Background: an optimization exercise with open tools, aiming at small area, a short achievable clock period and few clock cycles. Do not read the settings as production practice. Only simulation tests tie the RTL to the original design; equivalence was not proved.

## kf_top
module kf_top
#(parameter W=24, parameter FRAC=14, parameter NR=40, parameter ADDRW=6)
(
  input              clk,
  input              rst_n,
  input              start,
  input  [W-1:0]     data_in,
  output reg         ready,
  output [W-1:0]     result_out,
  output reg         au_done
);
Size: roughly 53 I/O pins, about 0.027 mm^2 of cells after synthesis.
==> flow/config.mk <==
export PLATFORM = sky130hd
export DESIGN_NAME = kf_top
export DESIGN_NICKNAME = kf_top
export VERILOG_FILES = /design/flow/design.v
export SDC_FILE = /design/flow/constraint.sdc
export NUM_CORES = 4
export LEC_CHECK = 0
export ABC_AREA = 1
export CAP_MARGIN = 20
export CORE_MARGIN = 2
export CORE_UTILIZATION = 60
export PLACE_DENSITY = 0.75
export SETUP_SLACK_MARGIN = 5
export SLEW_MARGIN = 20
export SYNTH_HIERARCHICAL = 1
==> flow/constraint.sdc <==
create_clock -name core_clock -period 10.0 [get_ports {clk}]
set_input_delay 2.0000 -clock core_clock [delete_from_list [all_inputs] [get_ports {clk}]]
set_output_delay 2.0000 -clock core_clock [all_outputs]
set_load 0.01 [all_outputs]
run.sh (not shown) runs the stock make flow with config.mk's settings and CLKGATE_MAP_FILE= SYNTH_SCRIPT=/design/flow/synth_recipe.tcl, a recipe that flattens the netlist after the stock synthesis.
Testbench counts at the start, summed over its fixed seeds: cycles 7,763.
Then changed:
--- a/flow/config.mk
+++ b/flow/config.mk
@@ -9,6 +9,6 @@
 export CAP_MARGIN = 20
 export CORE_MARGIN = 2
-export CORE_UTILIZATION = 60
-export PLACE_DENSITY = 0.75
+export CORE_UTILIZATION = 40
+export PLACE_DENSITY = 0.6
 export SETUP_SLACK_MARGIN = 5
 export SLEW_MARGIN = 20
The new run passed the timing, DRC and antenna checks; maximum frequency is higher by about 1.3%; final area went up by 0.64%; register-to-register slack gets better by 0.07 ns; sequential cell count does not change; count of clock-buffer cells in the layout goes down by 7; utilization is lower by 23 points; critical path depth goes down by 4; wire length rises by 0.69%; worst setup slack gets better by 0.065 ns.

========
## run 1
Another version of the RTL of kf_top (not shown whole).
Size: ~3800 cells after synthesis, ~240 flip-flops, roughly 26000 sq um of cells after synthesis.
Design kf_top, start of the top module:
module kf_top
#(parameter W=24, parameter FRAC=14, parameter NR=40, parameter ADDRW=6)
(
  input              clk,
  input              rst_n,
  input              start,
  input  [W-1:0]     data_in,
  output reg         ready,
  output [W-1:0]     result_out,
  output reg         au_done
);
  reg sLOAD, sM1, sM2, sOP1, sOP2, sDI, sDIV, sM3, sM4, sOP4;
  reg [2:0]  lc;           
  reg [1:0]  mcnt;         
  reg        mfirst;       
  reg        px;           
  reg        dfirst;       
  reg [3:0]  dcnt;         
  reg        accs;         
  reg        qtop2;        
  reg [23:0] PHI, Q, R, X, Y, AR;
  reg [36:0] ACC;
  reg [23:0] REM;
  reg [11:0] BSEL;         
  assign result_out = Q;           
  function [1:0] top_chunk;
    input [22:0] v;
    begin
      if      (|v[22:15]) top_chunk = 2'd2;
      else if (|v[14:7])  top_chunk = 2'd1;
      else                top_chunk = 2'd0;
    end
  endfunction
  function [11:0] booth;
    input [8:0] c;
    integer k;
    begin
      for (k = 0; k < 4; k = k + 1) begin
        booth[3*k]   = c[2*k+1] ^ c[2*k];                                   
        booth[3*k+1] = (c[2*k+2] & ~c[2*k+1] & ~c[2*k]) |
                       (~c[2*k+2] & c[2*k+1] & c[2*k]);                     
        booth[3*k+2] = c[2*k+2] & ~(c[2*k+1] & c[2*k]);                     
      end
    end
  ...
export LEC_CHECK = 0
export ABC_AREA = 1
export CAP_MARGIN = 20
export CORE_MARGIN = 2
export CORE_UTILIZATION = 40
export PLACE_DENSITY = 0.6
export SETUP_SLACK_MARGIN = 5
export SLEW_MARGIN = 20
export SYNTH_HIERARCHICAL = 1
create_clock -name core_clock -period 10.0 [get_ports {clk}]
standard.sh (not shown) runs the stock make flow with config.mk's settings and CLKGATE_MAP_FILE= SYNTH_SCRIPT=/design/flow/synth_recipe.tcl, a recipe that flattens the netlist after the stock synthesis.
==> flow/flow/run.sh <==
#!/bin/bash
set -euo pipefail
bash standard.sh SETUP_SLACK_MARGIN=5.6 finish > standard.log 2>&1
Testbench counts of run 1, summed over its fixed seeds: cycles 7,763.
diff inputs: run 1 => run 2
==> flow/flow/run.sh <==
#!/bin/bash
# The standard layout (standard.sh), with Yosys's full-adder cell mapping
# turned off so that ABC maps the adder trees; clock and constraints unchanged.
set -euo pipefail
bash standard.sh ADDER_MAP_FILE= finish > standard.log 2>&1
[summary]
- When run 2 is set beside run 1, its buffering stage count on the worst path with inverters included turns out to be 1 smaller.
- Clock-cell share of area up 0.51 points in run 2 wrt run 1
- Measured against each other, run 2 and run 1 differ in layout overhead on the synthesized area, the higher figure coming from run 1.
> inputs changed (run 2 -> run 3)
==> flow/flow/run.sh <==
#!/bin/bash
# The standard layout (standard.sh, unchanged synthesis); the timing repair
# may also resize cells to other footprints. Clock and constraints unchanged.
set -euo pipefail
bash standard.sh MATCH_CELL_FOOTPRINT=0 finish > standard.log 2>&1
Findings:
Summary of run 3 over run 2: cell depth of the worst hold path -1.
Run 3 has sequential cell area share above what run 2 had.

========
== the previous run ==
Another version of the RTL of kf_top (not shown whole).
For scale: about 2900 cells after synthesis, about 53 I/O pins, about 0.025 sq mm of cells after synthesis.
make LEC_CHECK=0 ABC_CLOCK_PERIOD_IN_PS=4000 CAP_MARGIN=20 CORE_MARGIN=2 CORE_UTILIZATION=40 PLACE_DENSITY=0.6 SETUP_SLACK_MARGIN=5 SLEW_MARGIN=20 finish   # period 10.0 ns
run.sh (not shown) runs the stock make flow with config.mk's settings and CLKGATE_MAP_FILE= SYNTH_SCRIPT=/design/flow/synth_recipe.tcl, a recipe that flattens the netlist after the stock synthesis.
Stock flow here: none of the scripts above is used.
Both conditions hold for the previous run: the flow ran to the end and the final layout passed the timing, DRC and antenna checks.
Testbench counts of the previous run, summed over its fixed seeds: cycles 9,492.
Inputs modified between the previous run and the current run:
-- flow/config.mk --
<<< the previous run, line 7
export LEC_CHECK = 0
export ABC_CLOCK_PERIOD_IN_PS = 4000
export CAP_MARGIN = 20
>>> the current run, line 7
export LEC_CHECK = 0
export CAP_MARGIN = 20
## What came out
- Number of non-clock inverters in the layout: the previous run vs the current run identical
- Diff the previous run..the current run | slack of the critical path | unchanged
- The number of optimization iterations in the first detailed-route pass was comparable across the previous run and the current run.
- Detailed-route wire length on metal 1: the previous run vs the current run identical
- Post-route minimum period came out exactly the same in the previous run and the current run.

========
kf_top with an RTL version that a note above also has.
Size: about 3800 cells after synthesis, roughly 240 flip-flops, ~0.026 mm^2 of cells after synthesis.
Settings: LEC_CHECK=0, ABC_AREA=1, CAP_MARGIN=20, CORE_MARGIN=2, CORE_UTILIZATION=40, PLACE_DENSITY=0.6, SETUP_SLACK_MARGIN=5, SLEW_MARGIN=20, SYNTH_HIERARCHICAL=1, TNS_END_PERCENT=0; clock period 10.0 ns.
Testbench counts at the start, summed over its fixed seeds: cycles 7,763.
Rerun with:
==> flow/flow/run.sh (new file) <==
#!/bin/bash
# The standard layout (standard.sh, unchanged synthesis); the timing repair
# may also resize cells to other footprints. Clock and constraints unchanged.
set -euo pipefail
bash standard.sh MATCH_CELL_FOOTPRINT=0 SETUP_SLACK_MARGIN=5.5 finish > standard.log 2>&1
==> flow/standard.sh (new file) <==
#!/bin/bash
# synth_recipe.tcl (not shown) runs the flow's synth.tcl, then flattens the netlist and writes it again
# the make line also repeats each setting of config.mk as NAME=value (left out here)
make -C /OpenROAD-flow-scripts/flow DESIGN_CONFIG=/design/flow/config.mk WORK_HOME=/design/flow/orfs CLKGATE_MAP_FILE= SYNTH_SCRIPT=/design/flow/synth_recipe.tcl "${@:-finish}"
- TNS_END_PERCENT: 0 -> unset
removed: flow/run.sh
What happened:
- final cell count goes up by about 5%
- wire length goes up by about 9%
- sequential share of layout area falls by 3.2 points

-- separate check: timing with driven ports --
The flow's constraints put no driver on any port. The routed layouts listed below were extracted and timed again, unchanged, in two steps. Step 1 assumes that a clkbuf_16 drives the clock port and a buf_2 every other input. Step 2, shift: input delay + t, output delay - t, t = (earliest + latest rising clock arrival at the registers) / 2. This alone moves slack from input paths to output paths. Three values: ideal ports, drivers, drivers and shift; two values: the first two.
run	t, ns	setup slack, ns	hold slack, ns	worst register clock-pin slew, ns	pins driven straight from the clock port
the first run of note 1	0.676	5.021 / 5.021 / 5.021	0.487 / 0.487 / 0.487	0.07 / 0.07	1
the second run of note 1	0.684	5.087 / 5.087 / 5.087	0.491 / 0.491 / 0.491	0.07 / 0.07	1
run 1	0.665	5.254 / 5.254 / 5.254	0.470 / 0.470 / 0.470	0.08 / 0.08	1
run 2	0.676	5.080 / 5.080 / 5.080	0.509 / 0.509 / 0.509	0.07 / 0.07	1
run 3	0.666	5.160 / 5.160 / 5.160	0.491 / 0.491 / 0.491	0.07 / 0.07	1
the previous run	0.672	3.290 / 3.290 / 3.290	0.476 / 0.476 / 0.476	0.07 / 0.07	1
the current run	0.672	3.290 / 3.290 / 3.290	0.476 / 0.476 / 0.476	0.07 / 0.07	1
the first run of note 4	0.667	5.073 / 5.073 / 5.073	0.484 / 0.484 / 0.484	0.07 / 0.07	1
the second run of note 4	0.619	5.141 / 5.141 / 5.141	0.426 / 0.426 / 0.426	0.07 / 0.07	1
After both steps setup and hold are still met in every run listed.
